This is an optimization exercise on Yosys and OpenROAD, whose aim is small area, a short achievable clock period and few clock cycles per item, not a production implementation. At most, simulation tests tie the RTL to the original design; equivalence was not proved. Function not checked in run 3: the RTL went through the layout flow alone.

<file path="flow/design.v">
module Reconstructor(
    input enable,
    input CLK,
    input reset,
    input [7:0]height,
    input [7:0]width,
    input Vector_sig,
    input [7:0]mv_x,
    input [7:0]addr_x,
    input [7:0]mv_y,
    input [7:0]addr_y,
    output Nxt_block_sig,
    input [1:0]data_type,
    output [15:0]Tindex,
    input [5:0]pdi,
    output [15:0]index,
    output we,
    output [8:0]datax_out,
    output [8:0]datay_out,
    output [5:0]pdo
    );
localparam IDLE = 3'd0, WAIT = 3'd1, S1 = 3'd2, RD0 = 3'd3, CMP = 3'd4, RD = 3'd5;
reg [2:0] state;
reg [15:0] I, N;          
reg jxN, jyN, nval;       
reg [4:0] preg;           
reg [1:0] btype;
wire [1:0] rx = mv_x[1:0], ry = mv_y[1:0];
reg hasx, hasy;
always @(posedge CLK) begin
  hasx <= |rx;
  hasy <= |ry;
end
function [4:0] oa;
  input jx, jy;
  input [1:0] rx, ry;
  reg [2:0] cx, cy;
  begin
    cx = jx ? {1'b0, rx} : (rx == 2'd0 ? 3'd4 : {1'b0, 2'd0 - rx});
    cy = jy ? {1'b0, ry} : (ry == 2'd0 ? 3'd4 : {1'b0, 2'd0 - ry});
    oa = cx * cy;
  end
endfunction
wire s_cmp = (state == CMP);
wire wr = s_cmp & ({1'b0, preg} > pdi);
wire last = ~nval;
wire bx = (state == RD0) ? 1'b0 : jxN;
wire by = (state == RD0) ? 1'b0 : jyN;
wire nx_v  = (~bx & hasx) | (~by & hasy);
wire nx_x  = ~bx & hasx;
wire nx_y  = (~bx & hasx) ? by : 1'b1;
wire tgt_x = (state == S1) ? 1'b0 : nx_x;
wire tgt_y = (state == S1) ? 1'b0 : nx_y;
wire tmode = (state == IDLE) | (state == WAIT) | (s_cmp & last);
reg [7:0] ry0, rx0;
always @(posedge CLK) begin
  ry0 <= addr_y + mv_y[7:2];
  rx0 <= addr_x + mv_x[7:2];
end
wire [7:0] op = tmode ? addr_y : ry0 + {7'd0, tgt_y};
wire [7:0] ax = tmode ? addr_x : rx0 + {7'd0, tgt_x};
wire [15:0] M = op * width + {8'd0, ax} + {8'hFF, ~width};
assign Nxt_block_sig = (state == WAIT) | (s_cmp & last & ~wr);
assign Tindex = I;
assign index = (s_cmp & ~wr) ? N : I;
assign we = wr;
assign pdo = {1'b0, preg};
assign datax_out = {1'b0, mv_x};
assign datay_out = {1'b0, mv_y};
always @(posedge CLK or posedge reset)
  if (reset)
    state <= IDLE;
  else
    case (state)
      IDLE: if (enable) state <= WAIT;
      WAIT: if (Vector_sig) state <= S1;
      S1:   state <= RD0;
      RD0:  state <= CMP;
      CMP:  if (last) state <= (~wr & Vector_sig) ? S1 : WAIT;
            else if (wr) state <= RD;
      RD:   state <= CMP;
      default: state <= IDLE;
    endcase
always @(posedge CLK) begin
  case (state)
    IDLE, WAIT, S1: I <= M;
    RD0: begin
      N <= M; nval <= nx_v; jxN <= nx_x; jyN <= nx_y;
      btype <= data_type;
      preg <= oa(1'b0, 1'b0, rx, ry) + {data_type, 2'b00};
    end
    CMP: if (last) I <= M;
         else begin
           I <= N;
           preg <= oa(jxN, jyN, rx, ry) + {btype, 2'b00};
           N <= M; nval <= nx_v; jxN <= nx_x; jyN <= nx_y;
         end
    default: ;
  endcase
end
endmodule
</file>
<file path="flow/flow/run.sh">
#!/bin/bash
# Standard layout, with every port buffered by sky130_fd_sc_hd__buf_2.
set -euo pipefail
export BUFFER_PORTS_ARGS="-buffer_cell sky130_fd_sc_hd__buf_2"
bash standard.sh > standard.log 2>&1
</file>
<file path="flow/standard.sh">
#!/bin/bash
# synth_recipe.tcl (not shown) runs the flow's synth.tcl, then flattens the netlist and writes it again
# the make line also repeats each setting of config.mk as NAME=value (left out here)
make -C /OpenROAD-flow-scripts/flow DESIGN_CONFIG=/design/flow/config.mk WORK_HOME=/design/flow/orfs CLKGATE_MAP_FILE= SYNTH_SCRIPT=/design/flow/synth_recipe.tcl "${@:-finish}"
</file>
<file path="flow/config.mk">
export PLATFORM = sky130hd
export DESIGN_NAME = Reconstructor
export DESIGN_NICKNAME = Reconstructor
export VERILOG_FILES = /design/flow/design.v
export SDC_FILE = /design/flow/constraint.sdc
export NUM_CORES = 4
export LEC_CHECK = 0
export ABC_CLOCK_PERIOD_IN_PS = 6000
export CAP_MARGIN = 20
export CORE_MARGIN = 2
export CORE_UTILIZATION = 40
export CTS_BUF_LIST = sky130_fd_sc_hd__clkbuf_8
export CTS_CLUSTER_SIZE = 30
export PLACE_DENSITY = 0.6
export SETUP_SLACK_MARGIN = 4.5
export SLEW_MARGIN = 20
</file>
<file path="flow/constraint.sdc">
create_clock -name core_clock -period 11.0 [get_ports {CLK}]
set_input_delay 2.2000 -clock core_clock [delete_from_list [all_inputs] [get_ports {CLK}]]
set_output_delay 2.2000 -clock core_clock [all_outputs]
set_load 0.01 [all_outputs]
</file>
==> summary.txt, run 1 <==
Synthesis
  – Area contributors post-synth: edfxtp_1 (18%), fa_1 (16%), ha_1 (15%)
  – Share of the synthesized area in the top cell type: 18.1%
  – Sequential share of the synthesized area: 24.4%
  – Synth Instances: 737
  – Syn Std Cell Area: 0.00695 mm²
  – FF+latch count, synth: 63
  – Area leader, netlist: edfxtp_1
  – Ys async rst share: 4.76%
  – Primary FF master, synth: edfxtp_1
  – Synth unique cells: 61
  – Avg Inst Size Synth: 9.43 µm²
  – Yosys warnings: 1
  – Number of synthesized flops with an enable pin: 42

Cells and area
  – Share of layout cells above drive strength 1: 30.6%
  – Most common cell after layout, fill and taps aside: buf_2
  – Final antenna diode count: 0
  – Final Non-Filler Cells: 1084
  – Most frequent cells in the layout: buf_2 (101), inv_1 (94), nand2_1 (91)
  – Design Area, Final: 0.00851 mm²
  – Nets: 1052
  – Area Growth Syn to Fin: 22.5%

Setup path
  – Crit Path Class: input port to flop
  – R2R setup slack: 4.65 ns
  – Reg2Reg Depth: 27
  – CP Data Arrival Time: 6.60 ns
  – CP required: 11.12 ns
  – Crit path launch: addr_y[0]
  – Setup crit end: N[15]
  – Startpoint types: input port
  – Crit path max fanout: 6
  – Worst r2r src: state[1]
  – Reg-to-Reg End: N[15]
  – Endpoint class of the critical path: flop

Place
  – Port bufs: 106
  – Placer Congestion: 0.778
  – Pre-CTS setup slack: 3.58 ns
  – Detail Placement HPWL: 11.5 mm
  – Inst Count DP: 1038
  – Placed Area: 0.00770 mm²

Clocking
  – CTS tree: yes
  – Clock transition at the registers of the reported paths: 0.08 ns
  – Clk Latency, worst-skew pair: 0.36 ns
  – CTS Buffer Depth: 2
  – CTS H-tree depth: 3
  – Num CTS Buffers: 9
  – Root Buffer: clkbuf_8
  – Count of clock tree sinks: 63
  – Hold_buf cts: 0

STA
  – Max-slew headroom: 31.4%
  – Setup violators final: 0
  – Final Hold Viols: 0
  – Tcrit/Tclk final: 58.9%
  – Setup TNS: 0 ns
  – RSZ-0062 raised after global routing: true
  – Clock skew: 0.00914 ns
  – Worst slew pin tran: 1.03 ns
  – Maximum clock frequency: 154 MHz
  – Final worst slack: 4.52 ns
  – Fin. max-slew vios: 0
  – Minimum clock period: 6.48 ns

Floorplan
  – Row count: 48
  – Die Wd: 136 µm
  – Die Height: 136 µm
  – Starting Density: 40.6%
  – Core Area: 0.0171 mm²
  – Die area: 0.0184 mm²
  – I/O pin cnt: 118

Global route
  – Vias in the first global route: 5035
  – Initial antenna violation count: 1
  – GR Overflow Total: 0
  – GR Util All Layers: 16.5%
  – First-pass GRT wire length: 24.2 mm
  – Pin count of the biggest net entering global routing: 29

Run
  – Max_cap viols: 0

Drt
  – DRT Pass-1 Iters: 4
  – Via Count: 5340
  – Initial DRC count: 289
  – DRC: 0
  – Post-DR vias/cell: 4.93
  – Wire per inst: 13.7 µm
  – Detail Route Antenna Nets: 0
  – Detailed-route wire length: 14.8 mm

Run status
  – Status: complete, no violations

Hold path
  – HP Class: flop to flop
[kinds of logic after synthesis]
logic type,count (synthesis),share of synthesized area (%)
XOR/XNOR,35,4.41
buffers and inverters,129,8.32
other,1,0.0540
multiplexers,31,5.42
flip-flops,63,24.4
adder cells (fa/ha/maj),138,30.9
AND/OR/NAND/NOR,248,17.6
AO/OA/AOI/OAI,92,8.86
[registers in the layout (all words and copies together), names as in the netlist]
register,cells
hasx,1
I,16
preg,5
rx0,8
hasy,1
ry0,8
nval,1
jxN,1
state,3
N,16
btype,2
jyN,1
[per-layer routing]
metal	part of all wire, %	track usage (%)
met1	49	23.1
met2	45	26.0
met3	5.0	3.02
met4	1.2	5.03
met5	0	0
[cell type report]
class / count / area [µm²]
Fill cell: 1610 / 8600
Tap cell: 225 / 282
Multi-Input combinational cell: 548 / 5200
Clock inverter: 7 / 65.1
Timing Repair Buffer: 135 / 783
Sequential cell: 63 / 1700
Inverter: 97 / 364
Clock buffer: 9 / 124
[critical path, stage by stage]
cell and delay, ns:
buf_8 0.10, mux2i_4 0.24, nand2b_4 0.19, fa_1 0.43, fa_1 0.55, inv_1 0.05, fa_1 0.46, fa_1 0.53
inv_2 0.04, fa_2 0.53, inv_2 0.04, ha_4 0.15, a211o_1 0.28, a21oi_2 0.20, o21ai_4 0.11, a2111oi_4 0.29
and4b_1 0.22
[worst min path at each step]
stage          start  cells past startpoint  endpoint  slack, ns
6_report        N[1]                      2      I[1]       0.54
5_1_grt         N[0]                      2      I[0]       0.56
4_1_cts         N[1]                      2      I[1]       0.55
3_5_place_dp    N[1]                      2      I[1]       0.53
3_3_place_gp    N[1]                      2      I[1]       0.52
2_1_floorplan   N[0]                      2      I[0]       0.50
[stage by stage]
stage	util [%]	hold slack, ns
after CTS	47.8	0.546
final	49.7	0.540
after global placement	45.0	0.517
after floorplan	-	0.503
after detailed placement	45.0	0.527
after global routing	49.7	0.561
[Yosys cell counts, types with 4 or more instances]
master / number
nand2_1: 101
inv_1: 97
ha_1: 82
fa_1: 56
edfxtp_1: 42
nor2_1: 34
and2_1: 30
a21oi_1: 26
xnor2_1: 26
buf_4: 22
dfxtp_1: 18
o21ai_0: 18
nand3_1: 14
mux2_2: 13
nor2b_1: 11
mux2_4: 10
nor3_1: 10
nand2b_1: 9
xor2_1: 9
a21o_1: 8
and3_1: 8
mux2i_1: 8
o211ai_1: 6
o21ai_1: 6
or2_2: 6
or3_1: 5
a21boi_0: 4
nor4_1: 4
o21a_1: 4
or4_1: 4
[repair_timing]
action	in CTS	in global routing
gates resized for setup	38	50
gates cloned	0	1
endpoints found under the setup margin	20	17
pin swaps	16	28
setup buffers	17	12
Testbench counts, summed over its fixed seeds: cycles 37,029, vectors 5,350.
==> inputs of run 2 (changes only) <==
==> flow/flow/run.sh (replaced) <==
#!/bin/bash
# Standard layout, with every port buffered by sky130_fd_sc_hd__buf_1.
set -euo pipefail
export BUFFER_PORTS_ARGS="-buffer_cell sky130_fd_sc_hd__buf_1"
bash standard.sh > standard.log 2>&1
==> summary.txt, run 2 <==
Drt
  – Initial DRC count: 247
  – Wire per inst: 13.7 µm
  – Via Count: 5269
  – DRC: 0
  – Detail Route Antenna Nets: 0
  – Detailed-route wire length: 14.9 mm
  – DRT Pass-1 Iters: 4
  – Post-DR vias/cell: 4.85

Cells and area
  – Nets: 1053
  – Final design utilization: 48.3%
  – Fillers: 1658
  – Design Area, Final: 0.00827 mm²
  – Top Registers: I x16, N x16
  – Area Growth Syn to Fin: 19.0%
  – Most frequent cells in the layout: inv_1 (99), buf_1 (93), nand2_1 (86)
  – Reg area: 0.00170 mm²
  – Share of layout cells above drive strength 1: 17.9%
  – Footprint of the multi-input gates: 0.00509 mm²
  – Most common cell after layout, fill and taps aside: inv_1

Setup path
  – Cell mode on critical path: fa_1
  – Worst-path cell chain: buf_8 > mux2i_4 > nand2b_4 > fa_1 > fa_1 > inv_1 > fa_1 > fa_1 > inv_1 > fa_1 > inv_2 > ha_4 > a211o_1 > a21oi_2 > o21ai_4 > buf_4 > xor2_2 > mux2_4
  – Worst r2r src: state[0]
  – Crit path max fanout: 7
  – Reg2Reg Depth: 20
  – Crit path launch: addr_y[0]
  – Reg-to-Reg End: I[11]
  – R2R setup slack: 4.62 ns
  – CP Data Arrival Time: 6.67 ns
  – Startpoint types: input port
  – Setup crit end: I[11]
  – CP max stage delay: 0.54 ns
  – Slowest-stage cell, CP: fa_1
  – Crit Path Class: input port to flop
  – Endpoint class of the critical path: flop
  – CP required: 11.10 ns

STA
  – Fin. max-slew vios: 0
  – Minimum clock period: 6.57 ns
  – Setup TNS: 0 ns
  – RSZ-0062 raised after global routing: true
  – Clock skew: 0.0147 ns
  – Worst slew pin tran: 1.03 ns
  – Tcrit/Tclk final: 59.7%
  – Setup violators final: 0
  – Final Hold Viols: 0
  – Maximum clock frequency: 152 MHz
  – Max-slew headroom: 31.3%

Global route
  – Pin count of the biggest net entering global routing: 29
  – GR Util All Layers: 16.4%
  – First-pass GRT wire length: 24.0 mm
  – Initial antenna violation count: 1
  – Vias in the first global route: 4964
  – GR Overflow Total: 0

Synthesis
  – Yosys warnings: 1
  – Synth Instances: 737
  – Ys async rst share: 4.76%
  – Most frequent cell after synthesis: nand2_1
  – Number of synthesized flops with an enable pin: 42
  – Avg Inst Size Synth: 9.43 µm²
  – Primary FF master, synth: edfxtp_1
  – Area leader, netlist: edfxtp_1
  – Synth unique cells: 61
  – Share of the synthesized area in the top cell type: 18.1%
  – Syn Std Cell Area: 0.00695 mm²
  – FF+latch count, synth: 63
  – Commonest cells in the netlist: nand2_1 (101), inv_1 (97), ha_1 (82)
  – Sequential share of the synthesized area: 24.4%
  – Area contributors post-synth: edfxtp_1 (18%), fa_1 (16%), ha_1 (15%)

Clocking
  – CTS H-tree depth: 3
  – CTS tree: yes
  – Num CTS Buffers: 9
  – Count of clock tree sinks: 63
  – Clk Latency, worst-skew pair: 0.36 ns
  – Hold_buf cts: 0
  – Clock transition at the registers of the reported paths: 0.07 ns
  – CTS Buffer Depth: 2
  – Root Buffer: clkbuf_8

Floorplan
  – I/O pin cnt: 118
  – Die area: 0.0184 mm²
  – Starting Density: 40.6%
  – Die Wd: 136 µm
  – Row count: 48
  – Die Height: 136 µm
  – Core Area: 0.0171 mm²

Place
  – Placer Congestion: 0.775
  – Detail Placement HPWL: 11.7 mm
  – Placed Area: 0.00757 mm²
  – Port bufs: 106

Hold path
  – HP Class: flop to flop
  – Worst hold stages: 2

Run
  – Max_cap viols: 0

Run status
  – Status: complete, no violations
run 2: what timing repair did:
item                                    4_1_cts  5_1_grt
resized for setup                            38       46
buffers inserted                             16       14
pin swaps                                     8       23
gates cloned                                  0        1
endpoints found under the setup margin       20       24
run 2: cell type report:
class                      instances  share of cell area, %
timing repair buffer             136                   8.27
inverter                          97                   4.40
clock inverter                     7                  0.333
sequential                        63                   20.6
clock buffer                       9                   1.50
multi-input combinational        548                   61.5
antenna                            1                 0.0303
tap                              225                   3.40
run 2: worst min path at each step:
stage | start | end | slack [ns]
global route | N[0] | I[0] | 0.58
finish | N[4] | I[4] | 0.55
global placement | N[0] | I[0] | 0.51
floorplan | N[0] | I[0] | 0.50
CTS | hasy | nval | 0.56
detailed placement | N[0] | I[0] | 0.52
run 2: routing by layer:
layer | vias to the layer above | part of all wire (%) | global-route usage [%]
li1 | 2688 | - | -
met1 | 2442 | 49 | 23.0
met2 | 127 | 44 | 26.2
met3 | 12 | 5.6 | 3.36
met4 | 0 | 1.3 | 3.82
met5 | - | 0 | 0
run 2: cells by family after synthesis:
group / synth area share (%)
flops: 24.4
fa+ha+maj: 30.9
buf+inv: 8.32
other cells: 0.0540
xor+xnor: 4.41
mux: 5.42
simple gates: 17.6
compound gates: 8.86
run 2: through the flow:
step,instances,worst slack (ns),hold slack (ns)
global placement,1038,3.60,0.513
finish,1086,4.43,0.546
CTS,1070,4.45,0.555
global route,1085,4.28,0.578
floorplan,739,4.35,0.503
detailed placement,1038,3.57,0.523
run 2: critical path: cells and delay by family:
family,cells,cell delay (ns)
AO/OA/AOI/OAI,3,0.59
XOR/XNOR,1,0.15
adder cells (fa/ha/maj),6,2.62
buffers and inverters,5,0.39
multiplexers,2,0.51
AND/OR/NAND/NOR,1,0.20
==> inputs of run 3 (changes only) <==
--- a/flow/design.v
+++ b/flow/design.v
@@ -27,7 +27,9 @@
 reg [1:0] btype;
-wire [1:0] rx = mv_x[1:0], ry = mv_y[1:0];
+reg [7:0] ry0, rx0;
 reg hasx, hasy;
 always @(posedge CLK) begin
-  hasx <= |rx;
-  hasy <= |ry;
+  ry0 <= addr_y + mv_y[7:2];
+  rx0 <= addr_x + mv_x[7:2];
+  hasx <= |mv_x[1:0];
+  hasy <= |mv_y[1:0];
 end
@@ -44,23 +46,18 @@
 wire s_cmp = (state == CMP);
+wire s_rd0 = (state == RD0);
 wire wr = s_cmp & ({1'b0, preg} > pdi);
 wire last = ~nval;
-wire bx = (state == RD0) ? 1'b0 : jxN;
-wire by = (state == RD0) ? 1'b0 : jyN;
-wire nx_v  = (~bx & hasx) | (~by & hasy);
-wire nx_x  = ~bx & hasx;
-wire nx_y  = (~bx & hasx) ? by : 1'b1;
-wire tgt_x = (state == S1) ? 1'b0 : nx_x;
-wire tgt_y = (state == S1) ? 1'b0 : nx_y;
+wire adv = s_rd0 | (s_cmp & ~last);    
+wire nx_v = (~jxN & hasx) | (~jyN & hasy);
+wire nx_x = ~jxN & hasx;
+wire nx_y = (~jxN & hasx) ? jyN : 1'b1;
 wire tmode = (state == IDLE) | (state == WAIT) | (s_cmp & last);
-reg [7:0] ry0, rx0;
-always @(posedge CLK) begin
-  ry0 <= addr_y + mv_y[7:2];
-  rx0 <= addr_x + mv_x[7:2];
-end
+wire tgt_x = (state == S1) ? 1'b0 : (state == RD) ? jxN : nx_x;
+wire tgt_y = (state == S1) ? 1'b0 : (state == RD) ? jyN : nx_y;
 wire [7:0] op = tmode ? addr_y : ry0 + {7'd0, tgt_y};
 wire [7:0] ax = tmode ? addr_x : rx0 + {7'd0, tgt_x};
-wire [15:0] M = op * width + {8'd0, ax} + {8'hFF, ~width};
+wire [15:0] M = op[7:1] * {width, 1'b0} + {8'hFF, ~(width & {8{~op[0]}})} + {8'd0, ax};
 assign Nxt_block_sig = (state == WAIT) | (s_cmp & last & ~wr);
-assign Tindex = I;
-assign index = (s_cmp & ~wr) ? N : I;
+assign Tindex = N;
+assign index = (s_rd0 | (s_cmp & ~wr)) ? N : I;
 assign we = wr;
@@ -84,17 +81,13 @@
 always @(posedge CLK) begin
-  case (state)
-    IDLE, WAIT, S1: I <= M;
-    RD0: begin
-      N <= M; nval <= nx_v; jxN <= nx_x; jyN <= nx_y;
-      btype <= data_type;
-      preg <= oa(1'b0, 1'b0, rx, ry) + {data_type, 2'b00};
-    end
-    CMP: if (last) I <= M;
-         else begin
-           I <= N;
-           preg <= oa(jxN, jyN, rx, ry) + {btype, 2'b00};
-           N <= M; nval <= nx_v; jxN <= nx_x; jyN <= nx_y;
-         end
-    default: ;
-  endcase
+  N <= M;
+  if (state == S1) begin
+    jxN <= 1'b0; jyN <= 1'b0; nval <= 1'b1;
+  end
+  if (s_rd0)
+    btype <= data_type;
+  if (adv) begin
+    I <= N;
+    preg <= oa(jxN, jyN, mv_x[1:0], mv_y[1:0]) + {(s_rd0 ? data_type : btype), 2'b00};
+    nval <= nx_v; jxN <= nx_x; jyN <= nx_y;
+  end
 end
==> summary.txt, run 3 <==
Run status
  – Status: complete, no violations

Drt
  – Initial DRC count: 217
  – DRT Pass-1 Iters: 4
  – Wire per inst: 13.3 µm
  – Detailed-route wire length: 13.2 mm
  – DRC: 0
  – Via Count: 4937
  – Post-DR vias/cell: 4.99
  – Detail Route Antenna Nets: 0

Synthesis
  – Primary FF master, synth: dfxtp_1
  – Synth Instances: 659
  – Area contributors post-synth: ha_1 (15%), fa_1 (14%), dfxtp_1 (12%)
  – Ys async rst share: 4.76%
  – Most frequent cell after synthesis: inv_1
  – Area leader, netlist: ha_1
  – Synth unique cells: 64
  – Share of the synthesized area in the top cell type: 14.9%
  – Avg Inst Size Synth: 9.42 µm²
  – Syn Std Cell Area: 0.00621 mm²
  – Commonest cells in the netlist: inv_1 (86), ha_1 (74), nand2_1 (53)
  – FF+latch count, synth: 63
  – Yosys warnings: 1
  – Sequential share of the synthesized area: 24.4%
  – Number of synthesized flops with an enable pin: 24

STA
  – Minimum clock period: 7.10 ns
  – Setup TNS: 0 ns
  – RSZ-0062 raised after global routing: true
  – Clock skew: 0.0149 ns
  – Final worst slack: 3.90 ns
  – Maximum clock frequency: 141 MHz
  – Tcrit/Tclk final: 64.6%
  – Worst slew pin tran: 0.904 ns
  – Max-slew headroom: 39.6%
  – Fin. max-slew vios: 0
  – Setup violators final: 0
  – Final Hold Viols: 0

Cells and area
  – Footprint of the multi-input gates: 0.00467 mm²
  – Area Growth Syn to Fin: 25.3%
  – Top Registers: I x16, N x16
  – Fillers: 1406
  – Nets: 973
  – Design Area, Final: 0.00778 mm²
  – Most common cell after layout, fill and taps aside: buf_1
  – Reg area: 0.00152 mm²
  – Final antenna diode count: 0
  – Share of layout cells above drive strength 1: 22.3%
  – Most frequent cells in the layout: buf_1 (93), inv_1 (86), ha_1 (60)

Setup path
  – CP required: 11.23 ns
  – Reg2Reg Depth: 30
  – Endpoint class of the critical path: flop
  – Slowest-stage cell, CP: fa_1
  – Worst r2r src: state[1]
  – Crit-path leading delay family: adder cells
  – R2R setup slack: 4.06 ns
  – Worst-path cell chain: buf_6 > a21oi_4 > buf_4 > buf_6 > buf_4 > nor2b_1 > fa_1 > fa_1 > fa_1 > ha_1 > ha_4 > or4_4 > o22ai_2 > o21bai_1 > a21o_1 > xnor2_1 > ha_1 > buf_4 > a211oi_2 > o22a_1 > o31ai_4 > xnor2_1 > xnor3_1
  – CP Data Arrival Time: 7.33 ns
  – Buf+Inv Stages, Crit Path: 5
  – Startpoint types: input port
  – Levels on crit path: 23
  – CP max stage delay: 0.51 ns
  – Crit path max fanout: 4
  – Crit Path Class: input port to flop
  – Reg-to-Reg End: N[15]

Global route
  – First-pass GRT wire length: 22.4 mm
  – GR Util All Layers: 16.7%
  – Pin count of the biggest net entering global routing: 29
  – Vias in the first global route: 5015
  – GR Overflow Total: 0
  – Initial antenna violation count: 0

Clocking
  – Hold_buf cts: 0
  – CTS H-tree depth: 3
  – Clock transition at the registers of the reported paths: 0.06 ns
  – Root Buffer: clkbuf_8
  – CTS tree: yes
  – CTS Buffer Depth: 2
  – Clk Latency, worst-skew pair: 0.36 ns
  – Count of clock tree sinks: 63
  – Num CTS Buffers: 9

Floorplan
  – Core Area: 0.0152 mm²
  – Die Wd: 129 µm
  – Row count: 45
  – Die area: 0.0165 mm²
  – Die Height: 129 µm
  – Starting Density: 40.9%
  – I/O pin cnt: 118

Run
  – Max_cap viols: 0

Hold path
  – Hold Path Sink: I[13]
  – HP Class: flop to flop
  – Worst hold stages: 0
  – Hold Path Origin: N[13]

Place
  – Placer Congestion: 0.861
  – Port bufs: 106
  – Pre-CTS setup slack: 3.15 ns
  – Detail Placement HPWL: 10.2 mm
  – Placed Area: 0.00674 mm²
## run 3: area by class of cell
type / count / share of cell area, %
Clock buffer: 9 / 1.59
Clock inverter: 7 / 0.739
Inverter: 86 / 4.15
Multi-Input combinational cell: 484 / 59.9
Sequential cell: 63 / 19.5
Tap cell: 188 / 3.02
Timing Repair Buffer: 153 / 11.0
## run 3: kinds of logic after synthesis
group / synth area share, %
simple gates: 14.7
fa+ha+maj: 28.4
buf+inv: 8.68
compound gates: 11.9
flops: 24.4
xor+xnor: 6.57
mux: 5.20
other cells: 0.0604
## run 3: worst max path at each step
stage / start / endpoint
after CTS: addr_y[4] / N[15]
final: addr_y[2] / N[15]
after global routing: addr_y[2] / N[15]
after global placement: addr_y[6] / N[15]
after floorplan: addr_y[2] / N[13]
after detailed placement: addr_y[6] / N[13]
## run 3: layer usage
| metal | global-route usage, % | share of wire [%] | vias to the layer above |
|---|---|---|---|
| met5 | 0 | 0 | - |
| met4 | 4.92 | 1.6 | 0 |
| met3 | 3.41 | 3.6 | 16 |
| met2 | 30.0 | 50 | 101 |
| met1 | 20.3 | 45 | 2352 |
| li1 | - | - | 2468 |
## run 3: worst register-to-register path: cells and delay by family, from the launching register on
| family | cells | cell delay (ns) |
|---|---|---|
| adders and majority gates | 8 | 2.74 |
| and+or+nand+nor | 6 | 1.32 |
| AOI/OAI and AO/OA | 8 | 1.12 |
| xor gates and xnor gates | 4 | 0.66 |
| buffers and inverters | 4 | 0.53 |
| DFF | 1 | 0.41 |
## run 3: what timing repair did
item	4_1_cts	5_1_grt
pin swaps	35	23
setup endpoints to repair	24	10
buffers inserted	32	14
endpoints found under the hold margin	0	0
gates resized for setup	62	56
## run 3: through the flow
| stage | instances | hold WS [ns] | util (%) |
|---|---|---|---|
| after global routing | 990 | 0.471 | 51.2 |
| final | 990 | 0.465 | 51.2 |
| after detailed placement | 928 | 0.459 | 44.3 |
| after floorplan | 661 | 0.474 | - |
| after global placement | 928 | 0.453 | 44.3 |
| after CTS | 976 | 0.473 | 48.9 |
==> inputs of run 4 (changes only) <==
--- a/flow/design.v
+++ b/flow/design.v
@@ -58,3 +58,3 @@
 wire [7:0] ax = tmode ? addr_x : rx0 + {7'd0, tgt_x};
-wire [15:0] M = op[7:1] * {width, 1'b0} + {8'hFF, ~(width & {8{~op[0]}})} + {8'd0, ax};
+wire [15:0] M = op * width + {8'd0, ax} + {8'hFF, ~width};
 assign Nxt_block_sig = (state == WAIT) | (s_cmp & last & ~wr);
--- a/flow/config.mk
+++ b/flow/config.mk
@@ -14,3 +14,3 @@
 export PLACE_DENSITY = 0.6
-export SETUP_SLACK_MARGIN = 4.5
+export SETUP_SLACK_MARGIN = 5
 export SLEW_MARGIN = 20
==> summary.txt, run 4 <==
Setup path
  – CP required: 8.80 ns
  – Crit Path Class: input port to primary output
  – Cell mode on critical path: buf_6
  – Startpoint types: input port
  – CP max stage delay: 0.30 ns
  – Worst r2r src: state[2]
  – Buf+Inv Stages, Crit Path: 5
  – Reg-to-Reg End: N[11]
  – Levels on crit path: 11
  – Reg2Reg Depth: 25
  – Crit path launch: pdi[4]
  – Crit-path leading delay family: buffers and inverters
  – Endpoint class of the critical path: primary output
  – Worst-path cell chain: buf_1 > inv_2 > ha_4 > and3_4 > a31o_4 > a21oi_4 > o21ai_4 > buf_6 > buf_16 > mux2_4 > buf_6
  – R2R setup slack: 5.06 ns
  – Crit path max fanout: 8
  – Slowest-stage cell, CP: mux2_4
  – CP Data Arrival Time: 3.88 ns

Cells and area
  – Most common cell after layout, fill and taps aside: inv_1
  – Nets: 990
  – Area Growth Syn to Fin: 30.0%
  – Final Non-Filler Cells: 991
  – Share of layout cells above drive strength 1: 27.4%
  – Final design utilization: 53.4%
  – Final antenna diode count: 0
  – Most frequent cells in the layout: inv_1 (95), buf_1 (73), ha_1 (61)
  – Top Registers: I x16, N x16

Place
  – Port bufs: 106
  – Placer Congestion: 0.830
  – Detail Placement HPWL: 10.2 mm
  – Inst Count DP: 923
  – Pre-CTS setup slack: 4.31 ns

STA
  – Max-slew headroom: 38.2%
  – Fin. max-slew vios: 0
  – Maximum clock frequency: 164 MHz
  – Final Hold Viols: 0
  – Tcrit/Tclk final: 55.3%
  – Clock skew: 0.0105 ns
  – Setup TNS: 0 ns
  – Minimum clock period: 6.08 ns
  – RSZ-0062 raised after global routing: true
  – Worst slew pin tran: 0.924 ns
  – Final worst slack: 4.92 ns
  – Setup violators final: 0

Synthesis
  – Area leader, netlist: fa_1
  – Commonest cells in the netlist: inv_1 (99), ha_1 (79), nand2_1 (70)
  – Share of the synthesized area in the top cell type: 17.0%
  – Synth unique cells: 61
  – Area contributors post-synth: fa_1 (17%), ha_1 (16%), dfxtp_1 (12%)
  – Yosys warnings: 1
  – Synth Instances: 659
  – Avg Inst Size Synth: 9.47 µm²
  – FF+latch count, synth: 63
  – Most frequent cell after synthesis: inv_1
  – Syn Std Cell Area: 0.00624 mm²
  – Ys async rst share: 4.76%
  – Sequential share of the synthesized area: 24.3%
  – Primary FF master, synth: dfxtp_1
  – Number of synthesized flops with an enable pin: 24

Floorplan
  – Core Area: 0.0152 mm²
  – Starting Density: 41.0%
  – I/O pin cnt: 118
  – Die Wd: 129 µm
  – Row count: 45
  – Die area: 0.0166 mm²
  – Die Height: 129 µm

Hold path
  – Worst hold stages: 0
  – HP Class: flop to flop
  – Hold Path Sink: I[10]
  – Hold Path Origin: N[10]

Run
  – Max_cap viols: 0

Clocking
  – Root Buffer: clkbuf_8
  – Clk Latency, worst-skew pair: 0.36 ns
  – Clock transition at the registers of the reported paths: 0.07 ns
  – CTS Buffer Depth: 2
  – CTS H-tree depth: 3
  – Hold_buf cts: 0
  – CTS tree: yes
  – Num CTS Buffers: 9
  – Count of clock tree sinks: 63

Drt
  – Detail Route Antenna Nets: 0
  – DRC: 0
  – Via Count: 4897
  – Post-DR vias/cell: 4.94
  – DRT Pass-1 Iters: 4
  – Detailed-route wire length: 13.8 mm
  – Initial DRC count: 210
  – Wire per inst: 13.9 µm

Global route
  – Met2 Use GR: 29.1%
  – GRT met3 Usage: 3.28%
  – Met1 capacity usage during global routing: 20.7%
  – Vias in the first global route: 4829
  – GR Overflow Total: 0
  – Initial antenna violation count: 0
  – Grt peak-use layer: met2
  – GR Util All Layers: 16.6%
  – First-pass GRT wire length: 22.2 mm
  – Pin count of the biggest net entering global routing: 30

Run status
  – Status: complete, no violations
==> run 4: cell count changes after synthesis, sizes merged, moves of 4 or more <==
cell | before | now
a21o | 14 | 7
a21oi | 34 | 24
and2 | 19 | 23
fa | 42 | 53
ha | 74 | 79
inv | 86 | 99
nand2 | 53 | 70
nor2b | 27 | 10
o21a | 5 | 1
o21ai | 22 | 29
o21bai | 10 | 1
or2 | 7 | 0
xnor2 | 31 | 25
==> run 4: layout make-up <==
class                   instances  area [µm²]
multi-input cells             466        4740
fillers                      1353        7090
repair buffers                159        1030
well taps                     188         235
flip-flops and latches         63        1520
inverters                      99         372
clock inverters                 7        97.6
clock buffers                   9         124
==> run 4: per-layer routing <==
layer | wire length [µm] | vias to the layer above
li1 | - | 2427
met1 | 6140 | 2344
met2 | 6870 | 108
met3 | 569 | 18
met4 | 210 | 0
met5 | 0 | -
==> run 4: cell families after synthesis <==
logic type / synth area share [%]
xor gates and xnor gates: 5.05
muxes: 5.03
and+or+nand+nor: 14.2
buffers and inverters: 9.35
AOI/OAI and AO/OA: 9.19
DFF: 24.3
other: 0.0601
adders and majority gates: 32.9
==> run 4: per-stage QoR <==
stage | hold WS (ns) | area (µm²)
3_3_place_gp | 0.445 | 6820
5_1_grt | 0.481 | 8110
2_1_floorplan | 0.474 | 6400
4_1_cts | 0.470 | 7620
3_5_place_dp | 0.453 | 6820
6_report | 0.463 | 8110
==> run 4: how the worst max path moves through the flow <==
stage / end
6_report: index[12]
5_1_grt: N[11]
4_1_cts: index[12]
3_5_place_dp: N[12]
3_3_place_gp: N[12]
2_1_floorplan: N[15]
==> run 4: repair_timing <==
action                                  in CTS  in global routing
cloned                                       1                  0
pin swaps                                   21                 39
gates resized for setup                     81                 80
endpoints found under the setup margin      25                 27
setup buffers                               27                 24
Testbench counts of run 4, summed over its fixed seeds: cycles 37,029, vectors 5,350.
==> inputs of run 5 (changes only) <==
--- a/flow/config.mk
+++ b/flow/config.mk
@@ -7,3 +7,3 @@
 export LEC_CHECK = 0
-export ABC_CLOCK_PERIOD_IN_PS = 6000
+export ABC_CLOCK_PERIOD_IN_PS = 4500
 export CAP_MARGIN = 20
==> summary.txt, run 5 <==
Synthesis
  – Syn Std Cell Area: 0.00624 mm²
  – Primary FF master, synth: dfxtp_1
  – Synth Instances: 659
  – Area leader, netlist: fa_1
  – Share of the synthesized area in the top cell type: 17.0%
  – Area contributors post-synth: fa_1 (17%), ha_1 (16%), dfxtp_1 (12%)
  – Yosys warnings: 1
  – Synth unique cells: 61
  – Sequential share of the synthesized area: 24.3%
  – Avg Inst Size Synth: 9.47 µm²
  – Number of synthesized flops with an enable pin: 24
  – FF+latch count, synth: 63
  – Commonest cells in the netlist: inv_1 (99), ha_1 (79), nand2_1 (70)
  – Ys async rst share: 4.76%
  – Most frequent cell after synthesis: inv_1

Drt
  – Wire per inst: 13.9 µm
  – Detail Route Antenna Nets: 0
  – Post-DR vias/cell: 4.94
  – DRC: 0
  – Via Count: 4897
  – Detailed-route wire length: 13.8 mm
  – Initial DRC count: 210
  – DRT Pass-1 Iters: 4

Place
  – Detail Placement HPWL: 10.2 mm
  – Port bufs: 106
  – Placer Congestion: 0.830
  – Inst Count DP: 923

Clocking
  – Count of clock tree sinks: 63
  – Root Buffer: clkbuf_8
  – CTS Buffer Depth: 2
  – CTS H-tree depth: 3
  – Num CTS Buffers: 9
  – CTS tree: yes
  – Clk Latency, worst-skew pair: 0.36 ns
  – Clock transition at the registers of the reported paths: 0.07 ns

STA
  – Setup violators final: 0
  – Max-slew headroom: 38.2%
  – Minimum clock period: 6.08 ns
  – Clock skew: 0.0105 ns
  – Worst hold slack: 0.463 ns
  – Setup TNS: 0 ns
  – Fin. max-slew vios: 0
  – Worst slew pin tran: 0.924 ns
  – Maximum clock frequency: 164 MHz
  – RSZ-0062 raised after global routing: true
  – Final Hold Viols: 0
  – Tcrit/Tclk final: 55.3%

Setup path
  – CP max stage delay: 0.30 ns
  – Endpoint class of the critical path: primary output
  – Crit path max fanout: 8
  – Startpoint types: input port
  – CP Data Arrival Time: 3.88 ns
  – Buf+Inv Stages, Crit Path: 5
  – Worst-path cell chain: buf_1 > inv_2 > ha_4 > and3_4 > a31o_4 > a21oi_4 > o21ai_4 > buf_6 > buf_16 > mux2_4 > buf_6
  – Crit Path Class: input port to primary output
  – Slowest-stage cell, CP: mux2_4
  – Crit-path leading delay family: buffers and inverters
  – Cell mode on critical path: buf_6
  – CP required: 8.80 ns

Floorplan
  – Row count: 45
  – Core Area: 0.0152 mm²
  – Die area: 0.0166 mm²
  – Starting Density: 41.0%
  – I/O pin cnt: 118
  – Die Wd: 129 µm
  – Die Height: 129 µm

Global route
  – GR Overflow Total: 0
  – First-pass GRT wire length: 22.2 mm
  – GR Util All Layers: 16.6%
  – Pin count of the biggest net entering global routing: 30
  – Initial antenna violation count: 0
  – Vias in the first global route: 4829

Cells and area
  – Most frequent cells in the layout: inv_1 (95), buf_1 (73), ha_1 (61)
  – Final design utilization: 53.4%
  – Final Non-Filler Cells: 991
  – Area Growth Syn to Fin: 30.0%
  – Nets: 990
  – Top Registers: I x16, N x16
  – Fillers: 1353
  – Share of layout cells above drive strength 1: 27.4%
  – Final antenna diode count: 0
  – Most common cell after layout, fill and taps aside: inv_1

Run
  – Max_cap viols: 0

Hold path
  – HP Class: flop to flop

Run status
  – Status: complete, no violations
==> run 5: cell counts after synthesis <==
No cell type changed its count.
==> run 5: repair_timing <==
action / in CTS / in global routing
resized for setup: 81 / 80
hold buffers: 0 / 0
setup buffers: 27 / 24
pin swaps: 21 / 39
endpoints found under the setup margin: 25 / 27
hold endpoints to repair: 0 / 0
gates cloned: 1 / 0
==> run 5: cells by family after synthesis <==
kind of cell | count (synthesis) | synth area share (%)
AO/OA/AOI/OAI | 87 | 9.19
XOR/XNOR | 36 | 5.05
adder cells (fa/ha/maj) | 132 | 32.9
buffers and inverters | 132 | 9.35
flip-flops | 63 | 24.3
multiplexers | 25 | 5.03
other | 1 | 0.0601
AND/OR/NAND/NOR | 183 | 14.2
==> run 5: through the flow <==
step,instance area [µm²],setup slack (ns)
6_report,8110,4.92
5_1_grt,8110,4.83
4_1_cts,7620,4.89
3_5_place_dp,6820,4.31
3_3_place_gp,6820,4.37
2_1_floorplan,6400,4.87
==> run 5: path summary, 6_finish.rpt <==
path                            startpoint         to  slack (ns)  depth (start not counted)
worst max-delay path                pdi[4]  index[12]        4.92                         11
worst max register to register    state[2]      N[11]        5.06                         25
min in group asynchronous            reset   state[1]        1.67                          2
max in group asynchronous            reset   state[2]        9.19                          2
worst min register to register       N[10]      I[10]        0.46                          0
worst min-delay path                 N[10]      I[10]        0.46                          0
==> run 5: final cells by class <==
cell class / count / area [µm²] / area share (%)
inverter: 99 / 372 / 4.58
multi-input combinational: 466 / 4740 / 58.4
timing repair buffer: 159 / 1030 / 12.6
clock inverter: 7 / 97.6 / 1.20
sequential: 63 / 1520 / 18.7
tap: 188 / 235 / 2.90
clock buffer: 9 / 124 / 1.53
==> run 5: worst register-to-register path, delay by kind of cell, from the launching register on <==
family	cells	cell delay, ns
AOI/OAI and AO/OA	5	0.84
xor gates and xnor gates	2	0.33
adders and majority gates	8	3.15
buffers and inverters	3	0.15
DFF	1	0.44
and+or+nand+nor	7	0.91
==> run 5: routing by layer <==
metal  track usage [%]  vias to the layer above  routed length, µm  part of all wire [%]
li1                  -                     2427                  -                     -
met1              20.7                     2344               6140                    45
met2              29.1                      108               6870                    50
met3              3.28                       18                569                   4.1
met4              4.73                        0                210                   1.5
met5                 0                        -                  0                     0
==> inputs of run 6 (changes only) <==
--- a/flow/config.mk
+++ b/flow/config.mk
@@ -7,3 +7,3 @@
 export LEC_CHECK = 0
-export ABC_CLOCK_PERIOD_IN_PS = 4500
+export ABC_CLOCK_PERIOD_IN_PS = 6000
 export CAP_MARGIN = 20
@@ -14,3 +14,3 @@
 export PLACE_DENSITY = 0.6
-export SETUP_SLACK_MARGIN = 5
+export SETUP_SLACK_MARGIN = 4
 export SLEW_MARGIN = 20
==> summary.txt, run 6 <==
Synthesis
  – Share of the synthesized area in the top cell type: 17.0%
  – Ys async rst share: 4.76%
  – Area contributors post-synth: fa_1 (17%), ha_1 (16%), dfxtp_1 (12%)
  – Synth Instances: 659
  – Number of synthesized flops with an enable pin: 24
  – Sequential share of the synthesized area: 24.3%
  – FF+latch count, synth: 63
  – Primary FF master, synth: dfxtp_1
  – Synth unique cells: 61
  – Most frequent cell after synthesis: inv_1
  – Commonest cells in the netlist: inv_1 (99), ha_1 (79), nand2_1 (70)
  – Syn Std Cell Area: 0.00624 mm²
  – Avg Inst Size Synth: 9.47 µm²
  – Yosys warnings: 1
  – Area leader, netlist: fa_1

Floorplan
  – Starting Density: 41.0%
  – Core Area: 0.0152 mm²
  – Die Wd: 129 µm
  – Die area: 0.0166 mm²
  – Row count: 45
  – I/O pin cnt: 118
  – Die Height: 129 µm

Drt
  – Routed wire length on met2: 5.62 mm
  – Initial DRC count: 186
  – DRC: 0
  – DRT Pass-1 Iters: 4
  – Wire per inst: 12.9 µm
  – Max Used Layer: met4
  – Detail Route Antenna Nets: 0
  – Detailed-route wire length: 12.1 mm
  – Post-DR vias/cell: 4.89
  – Met1 wire length: 5.85 mm
  – Via Count: 4589
  – Met3 routed WL: 480 µm

Clocking
  – CTS tree: yes
  – Count of clock tree sinks: 63
  – Clock transition at the registers of the reported paths: 0.08 ns
  – CTS Buffer Depth: 2
  – CTS H-tree depth: 3
  – Num CTS Buffers: 9
  – Post-CTS Setup Inserts: 0
  – Root Buffer: clkbuf_8
  – Clk Latency, worst-skew pair: 0.35 ns
  – Hold_buf cts: 0

Global route
  – First-pass GRT wire length: 20.8 mm
  – Initial antenna violation count: 0
  – Pin count of the biggest net entering global routing: 30
  – Vias in the first global route: 4609
  – GR Util All Layers: 15.4%
  – GR Overflow Total: 0

Cells and area
  – Most frequent cells in the layout: buf_1 (106), inv_1 (99), ha_1 (79)
  – Area Growth Syn to Fin: 10.4%
  – Top Registers: I x16, N x16
  – Final design utilization: 45.3%
  – Nets: 938
  – Share of layout cells above drive strength 1: 6.39%
  – Final antenna diode count: 0
  – Most common cell after layout, fill and taps aside: buf_1

STA
  – Final Hold Viols: 0
  – Setup TNS: 0 ns
  – Worst slew pin tran: 0.915 ns
  – Fin. max-slew vios: 0
  – Clock skew: 0.0110 ns
  – RSZ-0062 raised after global routing: false
  – Maximum clock frequency: 150 MHz
  – Tcrit/Tclk final: 60.6%
  – Minimum clock period: 6.67 ns
  – Setup violators final: 0
  – Max-slew headroom: 38.8%

Setup path
  – CP required: 11.23 ns
  – Crit Path Class: input port to flop
  – Endpoint class of the critical path: flop
  – Cell mode on critical path: fa_1
  – CP max stage delay: 0.54 ns
  – Slowest-stage cell, CP: fa_1
  – Crit path max fanout: 8
  – Worst-path cell chain: buf_1 > nand2_1 > o21ai_2 > nand2_1 > fa_1 > inv_1 > fa_1 > fa_1 > fa_1 > inv_1 > fa_1 > inv_1 > ha_1 > a21oi_1 > nand2_1 > a31oi_1 > o21ai_1 > xnor2_1
  – Startpoint types: input port
  – CP Data Arrival Time: 6.90 ns

Place
  – Port bufs: 106
  – Placer Congestion: 0.821
  – Detail Placement HPWL: 10.3 mm

Run
  – Max_cap viols: 0

Run status
  – Status: complete, no violations

Hold path
  – HP Class: flop to flop
==> run 6: cell count changes in the layout (fill, tap and decap cells not counted), sizes merged <==
cell,before,now
buf,151,107
bufinv,2,1
clkbuf,17,9
inv,99,100
==> run 6: critical path, delay by kind of cell <==
kind,cells,cell delay (ns)
AND/OR/NAND/NOR,3,0.33
buffers and inverters,4,0.33
AO/OA/AOI/OAI,4,1.01
XOR/XNOR,1,0.15
adder cells (fa/ha/maj),6,2.88
==> run 6: what timing repair did <==
action | 4_1_cts | 5_1_grt
endpoints found under the setup margin | 0 | 7
resized for setup | 0 | 3
endpoints found under the hold margin | 0 | 0
==> run 6: cells by family after synthesis <==
group / share of synthesized area, %
simple gates: 14.2
fa+ha+maj: 32.9
buf+inv: 9.35
compound gates: 9.19
flops: 24.3
xor+xnor: 5.05
mux: 5.03
other cells: 0.0601
==> run 6: path summary, 6_finish.rpt <==
check,start,end,slack [ns],cells past startpoint
setup / recovery,addr_y[7],N[15],4.33,18
hold / removal,N[1],I[1],0.47,0
setup reg to reg,state[2],N[15],4.50,25
hold reg to reg,N[1],I[1],0.47,0
max in group asynchronous,reset,state[2],9.20,2
min in group asynchronous,reset,state[0],1.68,2
==> run 6: cell type report <==
cell class	count	area [µm²]
flip-flops and latches	63	1520
well taps	188	235
inverters	99	372
multi-input cells	466	4160
clock inverters	7	72.6
repair buffers	107	405
clock buffers	9	124
fillers	1506	8310
==> run 6: metal layers <==
| layer | vias to the layer above | track usage, % |
|---|---|---|
| met5 | - | 0 |
| met4 | 0 | 4.48 |
| met1 | 2150 | 19.9 |
| met2 | 103 | 26.3 |
| met3 | 15 | 2.74 |
| li1 | 2321 | - |
==> run 6: stage by stage <==
stage	instance area [µm²]	setup WS, ns	hold WS, ns	cells
6_report	6890	4.33	0.466	939
3_3_place_gp	6680	3.84	0.440	923
3_5_place_dp	6680	3.77	0.452	923
2_1_floorplan	6250	4.45	0.474	661
4_1_cts	6870	4.11	0.472	939
5_1_grt	6890	3.99	0.486	939
==> inputs of run 7 (changes only) <==
--- a/flow/config.mk
+++ b/flow/config.mk
@@ -7,3 +7,2 @@
 export LEC_CHECK = 0
-export ABC_CLOCK_PERIOD_IN_PS = 6000
 export CAP_MARGIN = 20
@@ -14,3 +13,3 @@
 export PLACE_DENSITY = 0.6
-export SETUP_SLACK_MARGIN = 4
+export SETUP_SLACK_MARGIN = 4.5
 export SLEW_MARGIN = 20
==> summary.txt, run 7 <==
Run status
  – Status: complete, no violations

Global route
  – GR Util All Layers: 15.6%
  – GR Overflow Total: 0
  – Vias in the first global route: 4741
  – Initial antenna violation count: 0
  – Pin count of the biggest net entering global routing: 30
  – First-pass GRT wire length: 20.9 mm

Floorplan
  – Die area: 0.0166 mm²
  – Die Wd: 129 µm
  – Die Height: 129 µm
  – Starting Density: 41.0%
  – Core Area: 0.0152 mm²
  – Row count: 45
  – I/O pin cnt: 118

STA
  – Fin. max-slew vios: 0
  – Maximum clock frequency: 158 MHz
  – Minimum clock period: 6.33 ns
  – Final Hold Viols: 0
  – Clock skew: 0.0159 ns
  – Final worst slack: 4.67 ns
  – Worst slew pin tran: 0.891 ns
  – Max-slew headroom: 40.4%
  – Setup violators final: 0
  – RSZ-0062 raised after global routing: true
  – Tcrit/Tclk final: 57.5%
  – Setup TNS: 0 ns

Clocking
  – Num CTS Buffers: 9
  – Root Buffer: clkbuf_8
  – Clock transition at the registers of the reported paths: 0.07 ns
  – Count of clock tree sinks: 63
  – CTS Buffer Depth: 2
  – CTS tree: yes
  – Clk Latency, worst-skew pair: 0.35 ns
  – Hold_buf cts: 0
  – CTS H-tree depth: 3

Synthesis
  – Most frequent cell after synthesis: inv_1
  – Synth unique cells: 61
  – Primary FF master, synth: dfxtp_1
  – Synth Instances: 659
  – Number of synthesized flops with an enable pin: 24
  – FF+latch count, synth: 63
  – Syn Std Cell Area: 0.00624 mm²
  – Ys async rst share: 4.76%
  – Commonest cells in the netlist: inv_1 (99), ha_1 (79), nand2_1 (70)
  – Area contributors post-synth: fa_1 (17%), ha_1 (16%), dfxtp_1 (12%)
  – Avg Inst Size Synth: 9.47 µm²
  – Area leader, netlist: fa_1
  – Yosys warnings: 1
  – Share of the synthesized area in the top cell type: 17.0%
  – Sequential share of the synthesized area: 24.3%

Place
  – Detail Placement HPWL: 10.4 mm
  – Placed Area: 0.00669 mm²
  – Port bufs: 106
  – Pre-CTS setup slack: 3.85 ns
  – Placer Congestion: 0.845

Cells and area
  – Area Growth Syn to Fin: 13.3%
  – Most frequent cells in the layout: buf_1 (101), inv_1 (100), ha_1 (78)
  – Most common cell after layout, fill and taps aside: buf_1
  – Final antenna diode count: 0
  – Nets: 944
  – Final design utilization: 46.5%
  – Share of layout cells above drive strength 1: 8.98%
  – Design Area, Final: 0.00707 mm²
  – Top Registers: I x16, N x16

Setup path
  – Endpoint class of the critical path: flop
  – Crit-path leading delay family: adder cells
  – Crit Path Class: input port to flop
  – Worst-path cell chain: buf_1 > nand2_1 > fa_1 > fa_1 > inv_1 > fa_1 > fa_1 > inv_1 > fa_1 > inv_1 > ha_4 > a21oi_2 > nand2_1 > a31oi_4 > o21ai_1 > xnor2_1
  – CP Data Arrival Time: 6.56 ns
  – Slowest-stage cell, CP: fa_1
  – CP required: 11.23 ns
  – CP max stage delay: 0.55 ns
  – Buf+Inv Stages, Crit Path: 4
  – Crit path max fanout: 9
  – Cell mode on critical path: fa_1
  – Startpoint types: input port

Run
  – Max_cap viols: 0

Drt
  – DRC: 0
  – Detailed-route wire length: 12.3 mm
  – Wire per inst: 13.0 µm
  – Initial DRC count: 202
  – Detail Route Antenna Nets: 0
  – DRT Pass-1 Iters: 6
  – Via Count: 4643
  – Post-DR vias/cell: 4.91

Hold path
  – HP Class: flop to flop
==> run 7: cell counts after synthesis <==
No cell type changed its count.
==> run 7: metal layers <==
metal	share of wire [%]	vias to the layer above	track usage (%)	wire length, µm
met2	47	129	27.3	5800
met5	0	-	0	0
li1	-	2330	-	-
met3	4.6	14	2.91	563
met4	1.3	0	4.80	156
met1	47	2170	19.6	5780
==> run 7: logic make-up after synthesis <==
group / count (synthesis) / share of synthesized area, %
flip-flops: 63 / 24.3
adder cells (fa/ha/maj): 132 / 32.9
other: 1 / 0.0601
buffers and inverters: 132 / 9.35
AO/OA/AOI/OAI: 87 / 9.19
XOR/XNOR: 36 / 5.05
AND/OR/NAND/NOR: 183 / 14.2
multiplexers: 25 / 5.03
==> run 7: worst paths after layout <==
kind                             to      from  slack (ns)  depth (start not counted)
max in group asynchronous  state[1]     reset        9.17                          2
setup / recovery              N[15]  width[5]        4.67                         16
min in group asynchronous  state[0]     reset        1.68                          2
setup reg to reg              N[15]  state[2]        4.83                         25
hold / removal                 I[1]      N[1]        0.46                          0
hold reg to reg                I[1]      N[1]        0.46                          0
==> run 7: what timing repair did <==
item | CTS | global route
buffers inserted | 0 | 6
resized for setup | 5 | 18
pin swaps | 0 | 6
cloned | 0 | 0
endpoints found under the setup margin | 8 | 25
==> run 7: per-stage QoR <==
step	hold slack (ns)	std cells
floorplan	0.474	661
global placement	0.442	923
detailed placement	0.447	923
CTS	0.466	939
global route	0.480	945
finish	0.456	945
==> run 7: area by class of cell <==
class | instances | area [µm²]
repair buffers | 113 | 469
flip-flops and latches | 63 | 1520
well taps | 188 | 235
clock inverters | 6 | 85.1
fillers | 1463 | 8140
clock buffers | 10 | 138
multi-input cells | 466 | 4250
inverters | 99 | 372
==> inputs of run 8 (changes only) <==
--- a/flow/config.mk
+++ b/flow/config.mk
@@ -7,2 +7,3 @@
 export LEC_CHECK = 0
+export ABC_CLOCK_PERIOD_IN_PS = 6000
 export CAP_MARGIN = 20
==> summary.txt, run 8 <==
Setup path
  – Crit path max fanout: 9
  – Reg-to-Reg End: N[15]
  – Startpoint types: input port
  – CP max stage delay: 0.55 ns
  – Endpoint class of the critical path: flop
  – Crit Path Class: input port to flop
  – Worst-path cell chain: buf_1 > nand2_1 > fa_1 > fa_1 > inv_1 > fa_1 > fa_1 > inv_1 > fa_1 > inv_1 > ha_4 > a21oi_2 > nand2_1 > a31oi_4 > o21ai_1 > xnor2_1
  – Reg2Reg Depth: 25
  – Worst r2r src: state[2]
  – CP Data Arrival Time: 6.56 ns
  – Crit path launch: width[5]
  – Setup crit end: N[15]
  – Slowest-stage cell, CP: fa_1
  – R2R setup slack: 4.83 ns
  – CP required: 11.23 ns
  – Cell mode on critical path: fa_1

Floorplan
  – Die area: 0.0166 mm²
  – I/O pin cnt: 118
  – Starting Density: 41.0%
  – Die Height: 129 µm
  – Die Wd: 129 µm
  – Row count: 45
  – Core Area: 0.0152 mm²

STA
  – Max-slew headroom: 40.4%
  – Clock skew: 0.0159 ns
  – RSZ-0062 raised after global routing: true
  – Fin. max-slew vios: 0
  – Setup violators final: 0
  – Final Hold Viols: 0
  – Worst slew pin tran: 0.891 ns
  – Tcrit/Tclk final: 57.5%
  – Setup TNS: 0 ns
  – Minimum clock period: 6.33 ns
  – Maximum clock frequency: 158 MHz
  – Final worst slack: 4.67 ns

Synthesis
  – Avg Inst Size Synth: 9.47 µm²
  – FF+latch count, synth: 63
  – Number of synthesized flops with an enable pin: 24
  – Area contributors post-synth: fa_1 (17%), ha_1 (16%), dfxtp_1 (12%)
  – Primary FF master, synth: dfxtp_1
  – Ys async rst share: 4.76%
  – Share of the synthesized area in the top cell type: 17.0%
  – Synth unique cells: 61
  – Most frequent cell after synthesis: inv_1
  – Sequential share of the synthesized area: 24.3%
  – Yosys warnings: 1
  – Commonest cells in the netlist: inv_1 (99), ha_1 (79), nand2_1 (70)
  – Syn Std Cell Area: 0.00624 mm²
  – Area leader, netlist: fa_1
  – Synth Instances: 659

Global route
  – GRT met3 Usage: 2.91%
  – Initial antenna violation count: 0
  – Pin count of the biggest net entering global routing: 30
  – Vias in the first global route: 4741
  – First-pass GRT wire length: 20.9 mm
  – Met1 capacity usage during global routing: 19.6%
  – GR Util All Layers: 15.6%
  – Grt peak-use layer: met2
  – GR Overflow Total: 0
  – Met2 Use GR: 27.3%

Cells and area
  – Share of layout cells above drive strength 1: 8.98%
  – Top Registers: I x16, N x16
  – Nets: 944
  – Design Area, Final: 0.00707 mm²
  – Area Growth Syn to Fin: 13.3%
  – Most common cell after layout, fill and taps aside: buf_1
  – Fillers: 1463
  – Most frequent cells in the layout: buf_1 (101), inv_1 (100), ha_1 (78)
  – Final antenna diode count: 0

Drt
  – Post-DR vias/cell: 4.91
  – Initial DRC count: 202
  – DRT Pass-1 Iters: 6
  – Via Count: 4643
  – DRC: 0
  – Detail Route Antenna Nets: 0
  – Detailed-route wire length: 12.3 mm
  – Wire per inst: 13.0 µm

Place
  – Port bufs: 106
  – Placer Congestion: 0.845
  – Pre-CTS setup slack: 3.85 ns
  – Placed Area: 0.00669 mm²
  – Detail Placement HPWL: 10.4 mm

Run status
  – Status: complete, no violations

Hold path
  – Worst hold stages: 0
  – HP Class: flop to flop

Clocking
  – Clk Latency, worst-skew pair: 0.35 ns
  – CTS H-tree depth: 3
  – CTS Buffer Depth: 2
  – Clock transition at the registers of the reported paths: 0.07 ns
  – Num CTS Buffers: 9
  – CTS tree: yes
  – Count of clock tree sinks: 63
  – Root Buffer: clkbuf_8

Run
  – Max_cap viols: 0
-- run 8: worst min-delay path by stage --
stage | startpoint | end | slack (ns)
6_report | N[1] | I[1] | 0.46
5_1_grt | N[1] | I[1] | 0.48
4_1_cts | N[1] | I[1] | 0.47
3_5_place_dp | N[1] | I[1] | 0.45
3_3_place_gp | N[15] | I[15] | 0.44
2_1_floorplan | btype[0] | btype[0] | 0.47
-- run 8: per-stage QoR --
step                hold WS, ns  util, %  cells
CTS                       0.466     45.7    939
finish                    0.456     46.5    945
global placement          0.442     44.0    923
detailed placement        0.447     44.0    923
floorplan                 0.474        -    661
global route              0.480     46.5    945
-- run 8: layout make-up --
class                   count  area (µm²)  area share (%)
inverters                  99         372            5.26
well taps                 188         235            3.33
clock inverters             6        85.1            1.20
repair buffers            113         469            6.64
flip-flops and latches     63        1520            21.5
multi-input cells         466        4250            60.1
clock buffers              10         138            1.95
-- run 8: timing repair --
| action | 4_1_cts | 5_1_grt |
|---|---|---|
| setup endpoints to repair | 8 | 25 |
| buffers inserted | 0 | 6 |
| resized for setup | 5 | 18 |
| hold buffers | 0 | 0 |
| pin swaps | 0 | 6 |
| gates cloned | 0 | 0 |
-- run 8: critical path: cells and delay by family --
family,cells,cell delay (ns)
simple gates,2,0.28
fa+ha+maj,6,2.86
buf+inv,4,0.50
xor+xnor,1,0.14
compound gates,3,0.55
-- run 8: cell families after synthesis --
group,share of synthesized area [%]
AO/OA/AOI/OAI,9.19
XOR/XNOR,5.05
adder cells (fa/ha/maj),32.9
buffers and inverters,9.35
flip-flops,24.3
multiplexers,5.03
other,0.0601
AND/OR/NAND/NOR,14.2
-- run 8: layer usage --
| layer | vias up | wire length, µm |
|---|---|---|
| li1 | 2330 | - |
| met2 | 129 | 5800 |
| met5 | - | 0 |
| met1 | 2170 | 5780 |
| met4 | 0 | 156 |
| met3 | 14 | 563 |

[static timing again, ports no longer ideal]
The results above use ideal ports. As a check the final layouts listed here were re-extracted and re-timed, cells and wires unchanged. Step 1: set_driving_cell puts a clkbuf_16 on CLK and a buf_2 on each other input, an assumption about the parent block. Step 2 adds t to the input delays and takes it off the output delays; t is the mean of the earliest and latest rising clock arrival at the registers after step 1. Input paths then give back, and output paths get back, about the clock's delay inside the block. Slacks: ideal / step 1 / step 2; pairs: ideal / step 1.
| run | shift t [ns] | setup WS [ns] | worst setup path after step 2 | worst slew at a driven data input, ns |
|---|---|---|---|---|
| run 1 | 0.393 | 4.520 / 4.518 / 4.125 | input to register | 0.05 |
| run 2 | 0.388 | 4.432 / 4.432 / 4.045 | input to register | 0.05 |
| run 3 | 0.387 | 3.897 / 3.891 / 3.504 | input to register | 0.06 |
| run 4 | 0.389 | 4.916 / 4.892 / 4.567 | input to register | 0.05 |
| run 5 | 0.389 | 4.916 / 4.892 / 4.567 | input to register | 0.05 |
| run 6 | 0.375 | 4.331 / 4.336 / 3.961 | input to register | 0.04 |
| run 7 | 0.373 | 4.670 / 4.668 / 4.295 | input to register | 0.05 |
| run 8 | 0.373 | 4.670 / 4.668 / 4.295 | input to register | 0.05 |
After both steps setup and hold are still met in every run listed. For run 1, which loses most, drivers alone change the setup slack by -0.002 ns; drivers and shift together by -0.395 ns.
